Background: an optimization exercise with open tools, aiming at small area. Do not read the settings as production practice. The RTL was checked by simulation tests, not by an equivalence proof against the original design. Power and IR drop assume default switching activity.

## flow/design.v

```verilog
module ALU (
    input logic  [4:0]  alu_op,
    input logic  [31:0] SrcA,SrcB,
    output logic [31:0] ALUResult
);
 always_comb begin
    case(alu_op)
    5'b00000: ALUResult = SrcA + SrcB ;                              
    5'b00001: ALUResult = SrcA - SrcB ;                              
    5'b00010: ALUResult = SrcA << SrcB[4:0];                         
    5'b00011: ALUResult = ($signed(SrcA) < $signed(SrcB)) ? 1 : 0;   
    5'b00100: ALUResult = (SrcA < SrcB) ? 1 : 0;                     
    5'b00101: ALUResult = SrcA ^ SrcB;                               
    5'b00110: ALUResult = SrcA >> SrcB[4:0];                            
    5'b00111: ALUResult = $signed(SrcA) >>> SrcB[4:0];                       
    5'b01000: ALUResult = SrcA | SrcB;                               
    5'b01001: ALUResult = SrcA & SrcB;                               
    5'b01010: ALUResult = SrcB;                                       
    default:  ALUResult = SrcA + SrcB;
    endcase
  end
endmodule
module AddrPlus4 (
  input  logic [31:0] Addr_MW,
  output logic [31:0] AddrPlus4
);
  assign AddrPlus4 = Addr_MW + 32'd4;
endmodule
module BranchCond (
    input logic [2:0]  funct3,
    input logic [6:0]  instr_opcode,
    input logic [31:0] SrcAE,SrcBE,
    output logic br_taken
);
parameter [2:0] BEQ  = 3'b000;
parameter [2:0] BNE  = 3'b001;
parameter [2:0] BLT  = 3'b100;
parameter [2:0] BGE  = 3'b101;
parameter [2:0] BLTU = 3'b110;
parameter [2:0] BGEU = 3'b111;
logic [32:0] cmp_output;
logic [31:0] cmp_operand_1,cmp_operand_2;
logic        cmp_not_zero,cmp_neg,cmp_overflow;
assign cmp_operand_1 = SrcAE;
assign cmp_operand_2 = SrcBE;
assign cmp_output    = {1'b0, cmp_operand_1} - {1'b0, cmp_operand_2};
assign cmp_not_zero  = |cmp_output [31:0];
assign cmp_neg       = cmp_output [31];
assign cmp_overflow  = (cmp_neg & ~cmp_operand_1[31] & cmp_operand_2 [31] ) | ( ~cmp_neg & cmp_operand_1[31] & ~cmp_operand_2[31] );
always_comb begin
    case (instr_opcode)
        7'b1100011 :begin   
            case(funct3) 
                BEQ    : br_taken = ~cmp_not_zero;
                BNE    : br_taken = cmp_not_zero; 
                BLT    : br_taken = (cmp_neg ^ cmp_overflow);
                BLTU   : br_taken = cmp_output[32];
                BGE    : br_taken = ~( cmp_neg ^ cmp_overflow); 
                BGEU   : br_taken = ~cmp_output[32];
                default: br_taken = 1'b0;
            endcase
        end
        7'b1101111 , 7'b1100111: br_taken = 1'b1;  
        default   : br_taken = 1'b0;
    endcase
end
endmodule
module First_Register (
    input               clk ,rst,Stall,Flush,csr_Flush,is_mret,
    input  logic [31:0] Addr,Inst,
    output logic        is_mretF,
    output logic [31:0] AddrF,InstF
);
    always_ff @( posedge clk ) begin 
        if(rst) begin
            AddrF <= 32'b0;
            InstF <= 32'b0;
            is_mretF <= 1'b0;
        end
        else if(Stall) begin
            AddrF <= AddrF;
            InstF <= InstF;
            is_mretF <= is_mretF;
        end
        else if (Flush || csr_Flush) begin
            InstF <= 32'h00000013;
        end
        else begin
            AddrF <= Addr;
            InstF <= Inst;
            is_mretF <= is_mret;
        end
    end
endmodule
module Hazard_Controller (
input  logic        clk,rst,reg_wr,Stall_MW,csr_reg_rd,csr_reg_wr,is_mret,csr_kill,
input  logic [1:0]  wb_sel,
input  logic [31:0] InstF,
output logic        reg_wrMW,csr_reg_rdMW,csr_reg_wrMW,is_mretMW,valid_DM,
output logic [1:0]  wb_selMW,
output logic [2:0]  InstF_MW_funct3,
output logic [4:0]  InstF_MW_rs1,
output logic [6:0]  InstF_MW_opcode
);
always_ff @ ( posedge clk ) begin 
    if ( rst ) begin
        InstF_MW_funct3 <= 3'b0;
        InstF_MW_rs1    <= 5'b0;
        InstF_MW_opcode <= 7'b0;
        wb_selMW        <= 2'b0;
        reg_wrMW        <= 1'b0;  
        csr_reg_wrMW    <= 1'b0;
        csr_reg_rdMW    <= 1'b0;
        is_mretMW       <= 1'b0;
    end
     else if ( Stall_MW ) begin
        InstF_MW_funct3 <= InstF_MW_funct3;
        InstF_MW_rs1    <= InstF_MW_rs1;
        InstF_MW_opcode <= InstF_MW_opcode;
        wb_selMW        <= wb_selMW; 
        reg_wrMW        <= reg_wrMW;    
        csr_reg_wrMW    <= csr_reg_wrMW;
        csr_reg_rdMW    <= csr_reg_rdMW;  
        is_mretMW       <= is_mretMW;   
    end
    else if ( csr_kill ) begin    
        InstF_MW_funct3 <= 3'b0;
        InstF_MW_rs1    <= 5'b0;
        InstF_MW_opcode <= 7'b0;
        wb_selMW        <= 2'b0;
        reg_wrMW        <= 1'b0;
        csr_reg_wrMW    <= 1'b0;
        csr_reg_rdMW    <= 1'b0;
        is_mretMW       <= 1'b0;
    end
    else begin
        InstF_MW_funct3 <= InstF [14:12];
        InstF_MW_rs1    <= InstF [19:15];
        InstF_MW_opcode <= InstF [6:0];
        wb_selMW        <= wb_sel;
        reg_wrMW        <= reg_wr;
        csr_reg_wrMW    <= csr_reg_wr;
        csr_reg_rdMW    <= csr_reg_rd; 
        is_mretMW       <= is_mret;
    end
end
always_ff @(posedge clk) begin
    if ( rst )
        valid_DM <= 1'b0;
    else if ( Stall_MW )
        valid_DM <= 1'b1;
    else
        valid_DM <= 1'b0;
end
endmodule
module Hazard_Unit (
    input  logic       reg_wrMW,br_taken,valid,          
    input  logic [1:0] wb_selMW,                 
    input  logic [4:0] raddr1,raddr2,waddr_MW,  
    output logic       For_A, For_B,Stall,Stall_MW,Flush
);
  logic rs1_valid;
  logic rs2_valid;
  assign rs1_valid = |raddr1;
  assign rs2_valid = |raddr2;
  always_comb begin
    if (((raddr1 == waddr_MW) & (reg_wrMW)) & (rs1_valid)  & (valid==0)) begin
      For_A = 1'b0;
    end
    else begin
      For_A = 1'b1;
    end
  end
  always_comb begin
    if (((raddr2 == waddr_MW) & (reg_wrMW)) & (rs2_valid) & ( valid == 0) ) begin
      For_B = 1'b0;
    end
    else begin
      For_B = 1'b1;
    end
  end
  logic lwStall;
  assign  lwStall  = ( wb_selMW[1] & (( raddr1 == waddr_MW ) | ( raddr2 == waddr_MW )) & ( valid == 0) & (reg_wrMW));
  assign  Stall    = lwStall;
  assign  Stall_MW = lwStall;  
always_comb begin
  if (br_taken)
      Flush  = 1'b1;
  else Flush = 1'b0;
end
endmodule
module immediate_gen (
  input  logic [31:0] InstF,
  input  logic [2:0]  ImmSrcD,
  output logic [31:0] ImmExtD
);
logic [24:0] Imm;
assign Imm = InstF [31:7];
  always_comb begin
    casex(ImmSrcD)
    3'b000:   ImmExtD = {{20{Imm[24]}}, Imm[24:13]};
    3'b001:   ImmExtD = {{20{Imm[24]}}, Imm[24:18], Imm[4:0]};
    3'b010:   ImmExtD = {{20{Imm[24]}}, Imm[0],  Imm[23:18], Imm[4:1], 1'b0};
    3'b011:   ImmExtD = {{12{Imm[24]}}, Imm[12:5],  Imm[13], Imm[23:14], 1'b0};
    3'b100:   ImmExtD = {Imm[24:5],12'b000000000000};
    default: 	ImmExtD = 32'd0;  
    endcase
  end
endmodule
module Instruction_Fetch (
    input logic [31:0] InstF,
    output logic [4:0] raddr1,raddr2,waddr
);
always_comb begin
        raddr1 = InstF [19:15];
        raddr2 = InstF [24:20];
        waddr  = InstF [11:7];  
end
endmodule
module LoadStore_Unit (
    input  logic        Stall_MW,valid_DM,
    input  logic [2:0]  InstF_MW_funct3,
    input  logic [6:0]  InstF_MW_opcode,
    input  logic [31:0] data_rd,       
	input  logic [31:0] rdata2_MW,        
    input  logic [31:0] ALUResult_MW,    
    output logic        cs,wr,Stall_MW_DM,valid, 
    output logic [3:0]  mask,
    output logic [31:0] addr,data_wr,   
	output logic [31:0] rdata           
);
parameter Byte              = 3'b000; 
parameter HalfWord          = 3'b001;
parameter Word              = 3'b010;
parameter Byte_Unsigned     = 3'b100;
parameter HalfWord_Unsigned = 3'b101;
assign addr                 = ALUResult_MW;
assign Stall_MW_DM          = Stall_MW;
assign valid                = valid_DM;
always_comb begin
    wr = 1;
    cs = 1;
	case (InstF_MW_opcode)
	7'b0000011: begin 
		wr = 1;
	    cs = 0;   
	end
	7'b0100011: begin 
		wr = 0; 
	    cs = 0;   
	end
	endcase
end
logic [7:0]  rdata_byte;
logic [15:0] rdata_hword;
logic [31:0] rdata_word;
    always_comb begin
        rdata_byte  = '0;
        rdata_hword = '0;
        rdata_word  = '0;
        case(InstF_MW_opcode) 
            7'b0000011: begin  
                case (InstF_MW_funct3)
                    Byte , Byte_Unsigned: case( addr[1:0] )
                            2'b00 : rdata_byte = data_rd [7:0];
                            2'b01 : rdata_byte = data_rd [15:8];     
                            2'b10 : rdata_byte = data_rd [23:16];
                            2'b11 : rdata_byte = data_rd [31:24]; 
                        endcase     
                    HalfWord , HalfWord_Unsigned: case( addr[1] )
                            1'b0 : rdata_hword = data_rd [15:0];       
                            1'b1 : rdata_hword = data_rd [31:16];
                        endcase
                    Word: rdata_word = data_rd; 
                endcase
            end
        endcase
    end
 always_comb
   begin 
        case (InstF_MW_funct3)
            Byte              : rdata = {{24{rdata_byte[7]}},   rdata_byte}; 
            Byte_Unsigned     : rdata = {24'b0,                 rdata_byte};
            HalfWord          : rdata = {{16{rdata_hword[15]}}, rdata_hword}; 
            HalfWord_Unsigned : rdata = {16'b0,                 rdata_hword};
            Word              : rdata = {                       rdata_word};
            default           : rdata = '0;        
        endcase 
  end
always_comb begin
    data_wr = '0;
    mask    = '0;
    case (InstF_MW_opcode)
       7'b0100011 : begin  
            case (InstF_MW_funct3)
            	Byte :  begin
            		case (addr[1:0])
                    2'b00 : begin
                        data_wr[7:0] = rdata2_MW[7:0];
                        mask         = 4'b0001;
                    end 
                    2'b01: begin
                        data_wr [15:8] = rdata2_MW[7:0];
                        mask           = 4'b0010;
                    end
                    2'b10: begin
                       data_wr[23:16]  = rdata2_MW [7:0];
                        mask           = 4'b0100;
                    end
                    2'b11:begin
                        data_wr[31:24] = rdata2_MW[7:0];
                        mask           = 4'b1000;
                    end
                    default: begin
                    end
                    endcase
            	end
                HalfWord: begin
                    case(addr[1]) 
                        1'b0 : begin data_wr [15:0]  = rdata2_MW[15:0];
                        mask                         = 4'b0011;
						end
                        1'b1 : begin data_wr [31:16] = rdata2_MW [15:0];
                        mask                         = 4'b1100;
						end
                    endcase
                end
				Word: begin 
					data_wr = rdata2_MW;
					mask 	= 4'b1111;
				end 		
            endcase
       end 
    endcase
end
endmodule
module Mux_PC (
    input logic         PCsrc, csr_epc_taken,               
    input logic  [31:0] PCF,ALUResult, csr_evec,
    output logic [31:0] PC
);
logic [31:0] PCnew;
 always_comb 
 begin 
    case (PCsrc)
        1'b0 :   PCnew = PCF;
        1'b1 :   PCnew = {ALUResult[31:1], 1'b0}; 
    endcase
 end 
assign PC = (csr_epc_taken) ? csr_evec : PCnew;
endmodule
module MuxResult (
    input logic  [1:0]  wb_selMW,  
    input logic  [31:0] ALUResult_MW,rdata,AddrPlus4, csr_rdata,
    output logic [31:0] wdata
);
always_comb begin 
    case (wb_selMW)
       2'b00 : wdata = AddrPlus4;
       2'b01 : wdata = ALUResult_MW;
       2'b10 : wdata = rdata;
       2'b11 : wdata = csr_rdata;
    endcase
    end
endmodule
module PCPlus4 (
  input  logic [31:0] Addr,
  output logic [31:0] PCF
);
  assign PCF = Addr + 32'd4;
endmodule
module Register_file (
     input logic         clk,rst,reg_wrMW,
     input logic  [4:0]  raddr1,raddr2,waddr_MW,
     input logic  [31:0] wdata,
     output logic [31:0] rdata1,rdata2
);
    logic [31:0] register_file[31:0];
    always_comb begin
        rdata1 = (|raddr1) ? register_file[raddr1] : '0 ;
        rdata2 = (|raddr2) ? register_file[raddr2] : '0 ;
    end
  always_ff @(negedge clk) begin
    if (rst)
				for (int i = 0; i < 32; i++) register_file[i] <= '0;
    if (reg_wrMW && (|waddr_MW)) begin
        register_file[waddr_MW] <= wdata;
    end 
  end
endmodule
module Second_Register (
    input  logic         clk,rst,Stall_MW,  
    input  logic  [4:0]  waddr,
    input  logic  [31:0] AddrF,ALUResult,SrcBE, SrcAE, ImmExtD,
    output logic  [4:0]  waddr_MW,
    output logic  [31:0] Addr_MW,ALUResult_MW,rdata2_MW, SrcA_MW, ImmExt_MW
);
always_ff @( posedge clk ) begin
    if (rst) begin
        Addr_MW      <= 32'b0;
        ALUResult_MW <= 32'b0;
        rdata2_MW    <= 32'b0;
        waddr_MW     <= 5'b0;
        SrcA_MW      <= 32'b0;
        ImmExt_MW    <= 32'b0;
    end 
    else if (Stall_MW) begin
        Addr_MW      <= Addr_MW;
        ALUResult_MW <= ALUResult_MW;
        rdata2_MW    <= rdata2_MW;
        waddr_MW     <= waddr_MW; 
        SrcA_MW      <= SrcA_MW;  
        ImmExt_MW    <= ImmExt_MW;   
    end 
    else begin
        Addr_MW      <= AddrF;
        ALUResult_MW <= ALUResult;
        rdata2_MW    <= SrcBE;
        waddr_MW     <= waddr; 
        SrcA_MW      <= SrcAE; 
        ImmExt_MW    <= ImmExtD;
    end
end
endmodule
module controller (
    input  logic        br_taken,
    input  logic [31:0] InstF,
    output logic        PCsrc,reg_wr,sel_A,sel_B, csr_reg_wr, csr_reg_rd,is_mret,
    output logic [1:0]  wb_sel,
    output logic [2:0]  ImmSrcD,funct3,
    output logic [4:0]  alu_op,
    output logic [6:0]  instr_opcode
);
logic       Btype;
logic [6:0] funct7;
parameter [4:0] ADD  = 5'b00000;
parameter [4:0] SUB  = 5'b00001;
parameter [4:0] SLL  = 5'b00010;
parameter [4:0] SLT  = 5'b00011;
parameter [4:0] SLTU = 5'b00100;
parameter [4:0] XOR  = 5'b00101;
parameter [4:0] SRL  = 5'b00110;
parameter [4:0] SRA  = 5'b00111;
parameter [4:0] OR   = 5'b01000;
parameter [4:0] AND  = 5'b01001;
parameter [4:0] LUI  = 5'b01010;
assign instr_opcode = InstF[6:0];
assign funct7       = InstF[31:25];
assign funct3       = InstF[14:12];
always_comb
begin
       csr_reg_wr = 1'b0;
       csr_reg_rd = 1'b0;
       reg_wr     = 1'b0;
       sel_A      = 1'b1;
       sel_B      = 1'b0;
       wb_sel     = 2'b01;
       Btype      = 1'b0;
       ImmSrcD    = 3'b000;
       alu_op     = ADD;
    case(instr_opcode)
        7'b0110011:  
        begin 
            reg_wr   = 1'b1;
            sel_A    = 1'b1;
            sel_B    = 1'b0;
            wb_sel   = 2'b01;
            Btype    = 1'b0;
            ImmSrcD  = 3'b000;
            case (funct3)
                3'b000: begin
                    case (funct7) 
                        7'b0000000 : alu_op = ADD; 
                        7'b0100000 : alu_op = SUB; 
                    endcase
                    end
                3'b001: alu_op = SLL;
                3'b010: alu_op = SLT;
                3'b011: alu_op = SLTU;
                3'b100: alu_op = XOR;
                3'b101: begin
                    case (funct7)
                        7'b0000000 : alu_op = SRL;
                        7'b0100000 : alu_op = SRA; 
                    endcase          
                    end
                3'b110: alu_op = OR;
                3'b111: alu_op = AND;   
            endcase
            end
        7'b0010011: begin  
        reg_wr   = 1'b1;
        sel_A    = 1'b1;
        sel_B    = 1'b1;
        wb_sel   = 2'b01;
        Btype    = 1'b0;
        ImmSrcD  = 3'b000;
        case (funct3)
            3'b000: alu_op = ADD;
            3'b001: alu_op = SLL;
            3'b010: alu_op = SLT;
            3'b011: alu_op = SLTU;
            3'b100: alu_op = XOR;
            3'b101: begin
                    case (funct7)
                        7'b0000000: alu_op = SRL;
                        7'b0100000: alu_op = SRA; 
                    endcase
                    end
            3'b110: alu_op = OR;
            3'b111: alu_op = AND; 
        endcase
        end
        7'b0000011: begin  
            reg_wr  = 1'b1;
            sel_A   = 1'b1;
            sel_B   = 1'b1;
            wb_sel  = 2'b10;
            Btype   = 1'b0;
            ImmSrcD = 3'b000;
            alu_op  = ADD;
            end
        7'b0100011: begin  
            reg_wr  = 1'b0;
            sel_A   = 1'b1;
            sel_B   = 1'b1;
            wb_sel  = 2'b01;
            Btype   = 1'b0;
            ImmSrcD = 3'b001;
            alu_op  = ADD;
        end
        7'b0110111: begin  
            reg_wr  = 1'b1;
            sel_B   = 1'b1;
            sel_A   = 1'b1;
            wb_sel  = 2'b01;
            Btype    = 1'b0;
            ImmSrcD = 3'b100;
            alu_op  = LUI;
        end
        7'b0010111: begin  
            reg_wr  = 1'b1;
            sel_B   = 1'b1;
            sel_A   = 1'b0; 
            wb_sel  = 2'b01;
            Btype   = 1'b0;
            ImmSrcD = 3'b100;
            alu_op  = ADD;
        end
        7'b1100011: begin  
            Btype   = 1'b1;
            reg_wr  = 1'b0;
            sel_A   = 1'b0; 
            sel_B   = 1'b1; 
            wb_sel  = 2'b01;
            ImmSrcD = 3'b010;
            alu_op  = ADD;
        end
        7'b1101111: begin  
            Btype   = 1'b1;
            reg_wr  = 1'b1;
            sel_A   = 1'b0; 
            sel_B   = 1'b1; 
            wb_sel  = 2'b00;
            ImmSrcD = 3'b011;
            alu_op  = ADD;
            end
        7'b1100111: begin  
            Btype   = 1'b1;
            reg_wr  = 1'b1;
            sel_A   = 1'b1; 
            sel_B   = 1'b1; 
            wb_sel  = 2'b00;
            ImmSrcD = 3'b000;
            alu_op  = ADD;
        end
        7'b1110011: begin  
            if (funct3 != 3'b000) begin
                csr_reg_wr = 1'b1;
                csr_reg_rd = 1'b1;
                ImmSrcD    = 3'b000;
                wb_sel     = 2'b11;
                reg_wr     = 1'b1;
                Btype      = 1'b0;
            end
        end
        default: begin
        end
    endcase
    PCsrc = Btype && br_taken;
end
    always_comb begin
        is_mret = 1'b0;
        case ( InstF )
        32'h30200073: is_mret = 1'b1;  
        endcase
    end
endmodule
module csr (
    input  logic        clk,rst,csr_reg_wrpin,csr_reg_rdpin,csr_is_mret,interrupt,
    input  logic        csr_stall,csr_ex_sys,
    input  logic [2:0]  csr_funct3,
    input  logic [4:0]  csr_zimm,
    input  logic [31:0] csr_pc ,
    input  logic [31:0] csr_addr32,
    input  logic [31:0] csr_wdata,
    output logic        csr_epc_taken,csr_Flush,csr_kill,
    output logic [31:0] csr_rdata, csr_evec
    );
logic [11:0] csr_addr;
assign csr_addr = csr_addr32[11:0];
localparam logic [11:0] csr_addr_MIP     = 12'h344;
localparam logic [11:0] csr_addr_MIE     = 12'h304;
localparam logic [11:0] csr_addr_MSTATUS = 12'h300;
localparam logic [11:0] csr_addr_MCAUSE  = 12'h342;
localparam logic [11:0] csr_addr_MTVEC   = 12'h305;
localparam logic [11:0] csr_addr_MEPC    = 12'h341;
logic [31:0] csr_mip_ff;
logic [31:0] csr_mie_ff;
logic [31:0] csr_mstatus_ff;
logic [31:0] csr_mcause_ff;
logic [31:0] csr_mtvec_ff;
logic [31:0] csr_mepc_ff;
logic        mstatus_mie, mstatus_mpie, mie_mtie, mtvec_mode;
logic [31:2] mtvec_base, mepc_q;
logic [31:0] mcause_q;
logic csr_mip_wr_flag;
logic csr_mie_wr_flag;
logic csr_mstatus_wr_flag;
logic csr_mcause_wr_flag;
logic csr_mtvec_wr_flag;
logic csr_mepc_wr_flag;
logic csr_interrupt;
logic [31:0] csr_pre_evec;
logic [31:0] csr_wval, csr_new;
logic        csr_we;
always_comb begin
    csr_mip_ff     = '0;
    csr_mip_ff [7] = interrupt;
    csr_mie_ff     = '0;
    csr_mie_ff [7] = mie_mtie;
    csr_mstatus_ff = '0;
    csr_mstatus_ff [3] = mstatus_mie;
    csr_mstatus_ff [7] = mstatus_mpie;
    csr_mcause_ff  = mcause_q;
    csr_mtvec_ff   = {mtvec_base, 1'b0, mtvec_mode};
    csr_mepc_ff    = {mepc_q, 2'b00};
end
logic MTIP,MTIE,MIE;
assign MTIP = csr_mip_ff [7];
assign MTIE = csr_mie_ff [7];
assign MIE  = csr_mstatus_ff [3];
assign csr_interrupt = MTIP & MTIE & MIE & ~csr_stall & ~csr_ex_sys &
                       ~csr_reg_rdpin & ~csr_is_mret;
always_comb begin
    if ( csr_mtvec_ff[0] )
        csr_pre_evec = {csr_mtvec_ff[31:2], 2'b00} + 32'd28;    
    else
        csr_pre_evec = {csr_mtvec_ff[31:2], 2'b00};             
    csr_evec      = csr_is_mret ? csr_mepc_ff : csr_pre_evec;
    csr_epc_taken = csr_interrupt | csr_is_mret;
    csr_Flush     = csr_interrupt | csr_is_mret;
    csr_kill      = csr_is_mret;
end
always_comb begin
    csr_rdata = '0;
    if ( csr_reg_rdpin ) begin
        case (csr_addr)
            csr_addr_MIP     : csr_rdata = csr_mip_ff;
            csr_addr_MIE     : csr_rdata = csr_mie_ff;
            csr_addr_MSTATUS : csr_rdata = csr_mstatus_ff;
            csr_addr_MCAUSE  : csr_rdata = csr_mcause_ff;
            csr_addr_MTVEC   : csr_rdata = csr_mtvec_ff;
            csr_addr_MEPC    : csr_rdata = csr_mepc_ff;
            default          : csr_rdata = '0;
        endcase
    end
end
always_comb begin
    csr_wval = csr_funct3[2] ? {27'b0, csr_zimm} : csr_wdata;
    case (csr_funct3[1:0])
        2'b01:   csr_new = csr_wval;
        2'b10:   csr_new = csr_rdata | csr_wval;
        default: csr_new = csr_rdata & ~csr_wval;
    endcase
    csr_we = csr_reg_wrpin & ~csr_stall & ((csr_funct3[1:0] == 2'b01) | (|csr_zimm));
end
always_comb begin
    csr_mip_wr_flag      = 1'b0;
    csr_mie_wr_flag      = 1'b0;
    csr_mstatus_wr_flag  = 1'b0;
    csr_mcause_wr_flag   = 1'b0;
    csr_mtvec_wr_flag    = 1'b0;
    csr_mepc_wr_flag     = 1'b0;
    if ( csr_we ) begin
        case(csr_addr)
            csr_addr_MIP     : csr_mip_wr_flag     = 1'b1;
            csr_addr_MIE     : csr_mie_wr_flag     = 1'b1;
            csr_addr_MSTATUS : csr_mstatus_wr_flag = 1'b1;
            csr_addr_MCAUSE  : csr_mcause_wr_flag  = 1'b1;
            csr_addr_MTVEC   : csr_mtvec_wr_flag   = 1'b1;
            csr_addr_MEPC    : csr_mepc_wr_flag    = 1'b1;
            default          : ;
        endcase
    end
end
always_ff @( posedge clk) begin
    if( rst ) begin
        mie_mtie <= 1'b0 ;
    end
    else if ( csr_mie_wr_flag ) begin
        mie_mtie <= csr_new[7];
    end
end
always_ff @( posedge clk ) begin
    if( rst ) begin
        mstatus_mie  <= 1'b0;
        mstatus_mpie <= 1'b0;
    end
    else if ( csr_interrupt ) begin
        mstatus_mpie <= mstatus_mie;
        mstatus_mie  <= 1'b0;
    end
    else if ( csr_is_mret ) begin
        mstatus_mie  <= mstatus_mpie;
        mstatus_mpie <= 1'b1;
    end
    else if ( csr_mstatus_wr_flag ) begin
        mstatus_mie  <= csr_new[3];
        mstatus_mpie <= csr_new[7];
    end
end
always_ff @( posedge clk ) begin
    if( rst ) begin
        mcause_q <= 32'b0;
    end
    else if ( csr_interrupt ) begin
        mcause_q <= 32'h80000007;    
    end
    else if ( csr_mcause_wr_flag ) begin
        mcause_q <= csr_new;
    end
end
always_ff @( posedge clk ) begin
    if( rst ) begin
        mtvec_base <= 30'b0;
        mtvec_mode <= 1'b0;
    end
    else if ( csr_mtvec_wr_flag ) begin
        mtvec_base <= csr_new[31:2];
        mtvec_mode <= csr_new[0];
    end
end
always_ff @( posedge clk ) begin
    if( rst ) begin
        mepc_q <= 30'b0;
    end
    else if ( csr_interrupt ) begin
        mepc_q <= csr_pc[31:2];
    end
    else if ( csr_mepc_wr_flag ) begin
        mepc_q <= csr_new[31:2];
    end
end
endmodule
module forward_mux1(
  input  logic [31:0] rdata1, ALUResult_MW,
  input  logic For_A,
  output logic [31:0] SrcAE
);
always_comb begin
    case (For_A)
        1'b0 : SrcAE = ALUResult_MW;
        1'b1 : SrcAE = rdata1;
    default  : SrcAE = rdata1;
    endcase
end
endmodule
module forward_mux2(
  input  logic [31:0] rdata2, ALUResult_MW,
  input  logic For_B,
  output logic [31:0] SrcBE
);
always_comb begin
    case (For_B)
        1'b0 : SrcBE = ALUResult_MW;
        1'b1 : SrcBE = rdata2;
    default  : SrcBE = rdata2;
    endcase
end
endmodule
module mux_selA (
    input logic         sel_A,  
    input logic  [31:0] SrcAE,AddrF,
    output logic [31:0] SrcA
);
always_comb begin 
    case (sel_A)
       1'b0 : SrcA = AddrF;
       1'b1 : SrcA = SrcAE;
    endcase  
end
endmodule
module mux_selB (
    input logic         sel_B,  
    input logic  [31:0] ImmExtD,SrcBE,
    output logic [31:0] SrcB
);
always_comb begin 
    case (sel_B)
       1'b0 : SrcB = SrcBE;
       1'b1 : SrcB = ImmExtD;
    endcase
end
endmodule
module program_counter (
	input  logic 		clk,rst,Stall,
	input  logic [31:0] PC,
	output logic [31:0] Addr
);
	 always_ff @ (posedge clk) begin
	 	if (rst) 
	   		Addr <= 32'd0;
	 	else if( ~Stall )
			Addr <= PC;
	end	
endmodule
module TopLevel (
    input  logic        clk,rst,interrupt,
    output logic [31:0] imem_addr,
    input  logic [31:0] imem_rdata,
    output logic [31:0] dmem_addr,
    output logic [31:0] dmem_wdata,
    output logic [3:0]  dmem_wmask,
    output logic        dmem_we,
    input  logic [31:0] dmem_rdata);
    logic        PCsrc,reg_wr,sel_A,sel_B,cs,wr,br_taken,reg_wrMW,For_A,For_B,Stall,Flush,
                 Stall_MW,valid,valid_DM,Stall_MW_DM, csr_reg_wr, csr_reg_rd, csr_reg_wrMW, csr_reg_rdMW,is_mret,is_mretMW,csr_Flush,
                 csr_epc_taken,csr_kill,is_mretF;
    logic [1:0]  wb_sel,wb_selMW;
    logic [2:0]  ImmSrcD,funct3,InstF_MW_funct3;
    logic [3:0]  mask;
    logic [4:0]  raddr1,raddr2,waddr,alu_op,waddr_MW,InstF_MW_rs1;
    logic [6:0]  instr_opcode,InstF_MW_opcode;
    logic [31:0] Addr,PC,Inst,PCF,wdata,rdata1,SrcAE,rdata2,SrcBE,ImmExtD,SrcA,SrcB,ALUResult,
                 rdata,data_rd,addr,data_wr,AddrPlus4,AddrF,InstF,Addr_MW,ALUResult_MW,rdata2_MW, 
                 SrcA_MW, ImmExt_MW, csr_rdata, csr_evec, csr_pc;
Mux_PC MuxPC(
    .PCF(PCF),
    .ALUResult(ALUResult),
    .PCsrc(PCsrc),
    .PC(PC),
    .csr_epc_taken(csr_epc_taken),
    .csr_evec(csr_evec));
program_counter ProgCounter (
    .clk(clk),
    .rst(rst),
    .Stall(Stall),
    .PC(PC),
    .Addr(Addr));
assign imem_addr = Addr;
assign Inst      = imem_rdata;
Instruction_Fetch Fetch(
    .InstF(InstF),
    .raddr1(raddr1),
    .raddr2(raddr2),
    .waddr(waddr));
PCPlus4 PCplus4 (
    .Addr(Addr),
    .PCF(PCF));
Register_file RegsiterFile(
    .clk(clk),
    .rst(rst),
    .reg_wrMW(reg_wrMW),
    .raddr1(raddr1),
    .raddr2(raddr2),
    .waddr_MW(waddr_MW),
    .wdata(wdata),
    .rdata1(rdata1),
    .rdata2(rdata2));
ALU Alu(
    .alu_op(alu_op),
    .SrcA(SrcA),
    .SrcB(SrcB),
    .ALUResult(ALUResult));
controller Controller(
    .br_taken(br_taken),
    .InstF(InstF),
    .PCsrc(PCsrc),
    .reg_wr(reg_wr),
    .sel_A(sel_A),
    .sel_B(sel_B),
    .wb_sel(wb_sel),
    .ImmSrcD(ImmSrcD),
    .funct3(funct3),
    .alu_op(alu_op),
    .instr_opcode(instr_opcode),
    .csr_reg_wr(csr_reg_wr), 
    .csr_reg_rd(csr_reg_rd),
    .is_mret(is_mret));
LoadStore_Unit loadstore(
    .Stall_MW(Stall_MW),
    .valid_DM(valid_DM),
    .InstF_MW_funct3(InstF_MW_funct3),
    .InstF_MW_opcode(InstF_MW_opcode),
    .data_rd(data_rd),
    .rdata2_MW(rdata2_MW),
    .ALUResult_MW(ALUResult_MW),
    .cs(cs),
    .wr(wr),
    .Stall_MW_DM(Stall_MW_DM),
    .valid(valid),
    .mask(mask),
    .addr(addr),
    .data_wr(data_wr),
    .rdata(rdata));
assign dmem_addr  = addr;
assign dmem_wdata = data_wr;
assign dmem_wmask = mask;
assign dmem_we    = (~cs) & (~wr);
assign data_rd    = dmem_rdata;
immediate_gen Immediate(
    .InstF(InstF),
    .ImmSrcD(ImmSrcD),
    .ImmExtD(ImmExtD));
mux_selA MuxselA(
    .sel_A(sel_A),
    .SrcAE(SrcAE),
    .AddrF(AddrF),
    .SrcA(SrcA));
mux_selB MuxselB(
    .sel_B(sel_B),
    .ImmExtD(ImmExtD),
    .SrcBE(SrcBE),
    .SrcB(SrcB));
MuxResult Muxresult(
    .wb_selMW(wb_selMW),
    .ALUResult_MW(ALUResult_MW),
    .rdata(rdata),
    .AddrPlus4(AddrPlus4),
    .wdata(wdata),
    .csr_rdata(csr_rdata));
BranchCond Branchcond(
    .funct3(funct3),
    .instr_opcode(instr_opcode),
    .SrcAE(SrcAE),
    .SrcBE(SrcBE),
    .br_taken(br_taken));
AddrPlus4 addrplus4(
    .Addr_MW(Addr_MW),
    .AddrPlus4(AddrPlus4));
First_Register firs_register (
    .clk(clk),
    .rst(rst),
    .Stall(Stall),
    .Flush(Flush),
    .csr_Flush(csr_Flush),
    .is_mret(is_mret),
    .Addr(Addr),
    .Inst(Inst),
    .is_mretF(is_mretF),
    .AddrF(AddrF),
    .InstF(InstF));
Second_Register second_register(
    .clk(clk),
    .rst(rst),
    .Stall_MW(Stall_MW),
    .waddr(waddr),
    .AddrF(AddrF),
    .ALUResult(ALUResult),
    .SrcBE(SrcBE),
    .SrcAE(SrcAE),
    .ImmExtD(ImmExtD),
    .waddr_MW(waddr_MW),
    .Addr_MW(Addr_MW),
    .ALUResult_MW(ALUResult_MW),
    .rdata2_MW(rdata2_MW),
    .SrcA_MW(SrcA_MW),
    .ImmExt_MW(ImmExt_MW)
    );
forward_mux1 ForwardMux1(
    .rdata1(rdata1),
    .ALUResult_MW(ALUResult_MW),
    .For_A(For_A),
    .SrcAE(SrcAE));
forward_mux2 ForwardMux2(
    .rdata2(rdata2),
    .ALUResult_MW(ALUResult_MW),
    .For_B(For_B),
    .SrcBE(SrcBE));
Hazard_Unit hazardunit (
    .reg_wrMW(reg_wrMW),
    .br_taken(br_taken),
    .valid(valid),
    .wb_selMW(wb_selMW),
    .raddr1(raddr1),
    .raddr2(raddr2),
    .waddr_MW(waddr_MW),
    .For_A(For_A),
    .For_B(For_B),
    .Stall(Stall),
    .Stall_MW(Stall_MW),
    .Flush(Flush));
Hazard_Controller hazardcontroller(
    .clk(clk),
    .rst(rst),
    .reg_wr(reg_wr),
    .Stall_MW(Stall_MW),
    .csr_reg_rd(csr_reg_rd),
    .csr_reg_wr(csr_reg_wr),
    .is_mret(is_mret),
    .csr_kill(csr_kill),
    .valid_DM(valid_DM),
    .wb_sel(wb_sel),
    .InstF(InstF),
    .reg_wrMW(reg_wrMW),
    .csr_reg_rdMW(csr_reg_rdMW),
    .csr_reg_wrMW(csr_reg_wrMW),
    .is_mretMW(is_mretMW),
    .wb_selMW(wb_selMW),
    .InstF_MW_funct3(InstF_MW_funct3),
    .InstF_MW_rs1(InstF_MW_rs1),
    .InstF_MW_opcode(InstF_MW_opcode));
assign csr_pc = PCsrc ? {ALUResult[31:1], 1'b0} : Addr;
csr csr (
    .clk(clk), 
    .rst(rst), 
    .csr_reg_wrpin(csr_reg_wrMW), 
    .csr_reg_rdpin(csr_reg_rdMW), 
    .csr_is_mret(is_mretMW),
    .interrupt(interrupt),
    .csr_stall(Stall_MW),
    .csr_ex_sys(csr_reg_rd | is_mret),
    .csr_funct3(InstF_MW_funct3),
    .csr_zimm(InstF_MW_rs1),
    .csr_pc(csr_pc),
    .csr_addr32(ImmExt_MW), 
    .csr_wdata(SrcA_MW), 
    .csr_epc_taken(csr_epc_taken),
    .csr_Flush(csr_Flush),
    .csr_kill(csr_kill),
    .csr_rdata(csr_rdata), 
    .csr_evec(csr_evec));
endmodule
```

## flow/run.sh

```bash
#!/bin/bash
# synth_recipe.tcl (not shown) runs the flow's synth.tcl, then flattens the netlist and writes it again
# the make line also repeats each setting of config.mk as NAME=value (left out here)
make -C /OpenROAD-flow-scripts/flow DESIGN_CONFIG=/design/flow/config.mk WORK_HOME=/design/flow/orfs CLKGATE_MAP_FILE= SYNTH_SCRIPT=/design/flow/synth_recipe.tcl finish
```

## flow/config.mk

```make
export PLATFORM = sky130hd
export DESIGN_NAME = TopLevel
export DESIGN_NICKNAME = TopLevel
export VERILOG_FILES = /design/flow/design.v
export SDC_FILE = /design/flow/constraint.sdc
export NUM_CORES = 8
export LEC_CHECK = 0
export CAP_MARGIN = 20
export CORE_MARGIN = 2
export CORE_UTILIZATION = 40
export SLEW_MARGIN = 20
```

## flow/constraint.sdc

```tcl
create_clock -name core_clock -period 20.0 [get_ports {clk}]
set_input_delay 4.0000 -clock core_clock [delete_from_list [all_inputs] [get_ports {clk}]]
set_output_delay 4.0000 -clock core_clock [all_outputs]
set_load 0.01 [all_outputs]
```

==> summary.txt <==
## sequential cells by signal, summed over array words and instances, names as in the netlist, 2 cells and up
name	flops
hazardcontroller.InstF_MW_funct3	3
second_register.ImmExt_MW	12
second_register.Addr_MW	31
ProgCounter.Addr	31
firs_register.AddrF	31
hazardcontroller.InstF_MW_opcode	7
second_register.rdata2_MW	32
firs_register.InstF	32
second_register.SrcA_MW	32
csr.mcause_q	32
csr.mepc_q	30
second_register.ALUResult_MW	32
RegsiterFile.register_file	1024
hazardcontroller.InstF_MW_rs1	5
csr.mtvec_base	30
second_register.waddr_MW	5
hazardcontroller.wb_selMW	2
## area by class of cell
class	count	area (µm²)	share of cell area [%]
antenna	5	12.5	0.0129
clock buffer	175	4120	4.25
clock inverter	1122	4850	5.00
inverter	135	508	0.524
multi-input combinational	5719	42500	43.8
sequential	1379	37900	39.1
tap	2704	3380	3.49
timing repair buffer	428	3720	3.83
## stage by stage
stage	std cells	power, mW	cell area (µm²)	setup slack [ps]	hold WS (ps)
after floorplan	7974	4.79	83300	3240	427
after global placement	10363	5.77	88000	1180	434
after detailed placement	10364	5.77	88000	1110	448
after CTS	11660	9.26	97000	1120	454
after global routing	11664	9.67	97000	476	467
final	11667	9.34	97000	825	453
## kinds of logic after synthesis
| family | after synthesis | synth area share [%] |
|---|---|---|
| compound gates | 1733 | 14.1 |
| fa+ha+maj | 139 | 2.13 |
| simple gates | 2766 | 14.2 |
| buf+inv | 876 | 4.49 |
| xor+xnor | 122 | 1.28 |
| other cells | 1 | 0.00451 |
| mux | 926 | 18.3 |
| flops | 1379 | 45.5 |
## power by group through the flow
stage | Combinational [mW] | Clock (mW) | Sequential, mW
6_report | 2.23 | 3.80 | 3.31
3_3_place_gp | 2.13 | 0.303 | 3.34
5_1_grt | 2.26 | 4.09 | 3.31
3_5_place_dp | 2.12 | 0.303 | 3.35
2_1_floorplan | 1.19 | 0.303 | 3.30
4_1_cts | 2.13 | 3.83 | 3.31
## critical path: cells and delay by family (launching register included)
| kind | cells | cell delay, ps |
|---|---|---|
| flops | 1 | 400 |
| compound gates | 10 | 2360 |
| buf+inv | 1 | 410 |
| mux | 3 | 1850 |
| simple gates | 15 | 3290 |
| fa+ha+maj | 2 | 740 |
## worst min path at each step
stage / to / from / slack, ps / cells past startpoint
after detailed placement: hazardcontroller.InstF_MW_opcode[6]$_SDFFE_PP0N_ / hazardcontroller.InstF_MW_opcode[6]$_SDFFE_PP0N_ / 450 / 2
after floorplan: hazardcontroller.InstF_MW_opcode[0]$_SDFFE_PP0N_ / hazardcontroller.InstF_MW_opcode[0]$_SDFFE_PP0N_ / 430 / 2
after global placement: hazardcontroller.InstF_MW_opcode[1]$_SDFFE_PP0N_ / hazardcontroller.InstF_MW_opcode[1]$_SDFFE_PP0N_ / 430 / 2
after CTS: hazardcontroller.InstF_MW_opcode[1]$_SDFFE_PP0N_ / hazardcontroller.InstF_MW_opcode[1]$_SDFFE_PP0N_ / 450 / 2
after global routing: second_register.Addr_MW[1]$_SDFFE_PP0N_ / second_register.Addr_MW[1]$_SDFFE_PP0N_ / 470 / 2
final: hazardcontroller.InstF_MW_opcode[1]$_SDFFE_PP0N_ / hazardcontroller.InstF_MW_opcode[1]$_SDFFE_PP0N_ / 450 / 2
## routing by layer
| layer | GRT usage, % | vias up | wire (µm) |
|---|---|---|---|
| li1 | - | 31558 | - |
| met1 | 45.7 | 37984 | 142000 |
| met2 | 56.8 | 6374 | 180000 |
| met3 | 11.3 | 1537 | 52400 |
| met4 | 28.8 | 10 | 35500 |
| met5 | 0 | - | 71 |
## cell usage in the layout (no fill, tap or decap), types with 55 or more instances in the layout
| cell type | count |
|---|---|
| nand3_1 | 124 |
| buf_4 | 256 |
| edfxtp_1 | 1024 |
| o221ai_1 | 55 |
| nand2b_1 | 56 |
| nand2_1 | 563 |
| dfxtp_1 | 342 |
| and2_1 | 62 |
| a211oi_1 | 143 |
| inv_1 | 1188 |
| a21oi_1 | 489 |
| nor2_1 | 1523 |
| o211ai_1 | 70 |
| mux2i_1 | 412 |
| o22ai_1 | 76 |
| o21ai_0 | 193 |
| ha_1 | 135 |
| clkbuf_16 | 162 |
| a22oi_1 | 158 |
| clkdlybuf4s50_1 | 165 |
| mux4_2 | 470 |
| nor3_1 | 98 |
| xnor2_1 | 77 |
| a31oi_1 | 89 |
==> impl_metrics.yaml <==
routing:
  route.detailed.vias_per_inst: 6.64
  antenna_left: 0
  vias: 77463
  wl_per_cell_um: 35.2
  drt_pre_antenna_iters: 8
  drtIter0Drc: 12450
  drt-total-wl_mm: 410
  drc: 0
yosys:
  synthTopCellsByCount: "nor2_1 (1531), edfxtp_1 (1024), nand2_1 (626), clkbuf_1 (543), a21oi_1 (496)"
  yosysMostFrequentCell: "nor2_1"
  ys.flop_type: "edfxtp_1"
  async_flop_share_pct: 0
  ys_warn_count: 19
  synth_area_leaders: "edfxtp_1 (37%), mux4_2 (13%), dfxtp_1 (8.5%), nor2_1 (6.9%), mux2i_1 (5.0%)"
  synth-seq-cells: 1379
  yosysTopAreaCellShare_pct: 36.9
  avgSynthCellArea_um2: 10.5
  yosysUniqueCellTypes: 107
  synth_edf_count: 1024
  ys_seq_area_share_pct: 45.5
  syn_inst: 7942
  syn_area_um2: 83200
  yosys.area.top_type: "edfxtp_1"
placed_design:
  port_buffers: 166
  gp_congestion: 1.05
  hpwl_mm: 268
power_and_ir_drop:
  pwr-share-clk_pct: 40.7
  p_leak_nw: 37.2
  pwr_density_cell_nw_per_um2: 96.3
  ir_drop_mv: 0.0940
  netSwitchingPower_mw: 3.52
  p_int_mw: 5.82
  combinationalPowerShare_pct: 23.8
  swShare_pct: 37.7
  sequentialPowerShare_pct: 35.4
cells_and_area:
  fillerInstances: 19294
  final_util_pct: 46.9
  syn2layout_area_growth_pct: 16.6
  drive_gt1_share_pct: 13.5
  fin_nets: 9051
global_route:
  grt_pass1_wl_mm: 566
  overflow: 0
  track_usage_pct: 37.8
  antenna_found_initial: 14
  grt_pass1_vias: 75880
  grt_max_degree: 147
die:
  die_h_um: 460
  pin_count: 168
  die_w_um: 460
  die_area_um2: 212000
  core-area_um2: 207000
  rows: 167
  start_util_pct: 40.2
sta:
  worstMarginPinSlew_ps: 1320
  skew_ps: 79.8
  rsz0062_at_grt: "false"
  slew-limit-headroom_pct: 12.0
  fin_tns_setup_ps: 0
  setup_viol: 0
  report.final.hold_viol_count: 0
  slew_violations: 0
cts:
  ctsHoldBuffers: 0
  cts_tree: "built"
  clkLatencyLatePin_ps: 840
  cts_root_buf: "clkbuf_16"
  clock-sinks: 1379
  cts.path.max_buffers: 3
  htreeDepth: 4
  cts.clk_slew.worst_paths_ps: 60
  cts_buffers: 158
  cts_setup_buffers: 0
  cts_resized: 0
critical_path:
  max_stage_delay_ps: 860
  setup.worst_path.start: "RegsiterFile.register_file[31][6]$_SDFFCE_NN0P_"
  worstSetupPathType: "flip-flop to flip-flop"
  start_kind: "flip-flop"
  path_max_fanout: 31
  setup.worst_path.end_class: "flip-flop"
  arrival_ps: 19900
  worstPathRequired_ps: 20730
  cp_slowest_cell: "mux2i_1"
  rrSetupSlack_ps: 820
  r2r-end: "csr.mepc_q[6]$_SDFFE_PP0P_"
  reg2reg_depth: 31
  rr_startpoint: "RegsiterFile.register_file[31][6]$_SDFFCE_NN0P_"
  cp-endpoint: "csr.mepc_q[6]$_SDFFE_PP0P_"
outcome:
  status: "timing/DRC/antenna clean"
hold_path:
  hold_path_class: "flip-flop to flip-flop"
run:
  max_cap_violations: 0
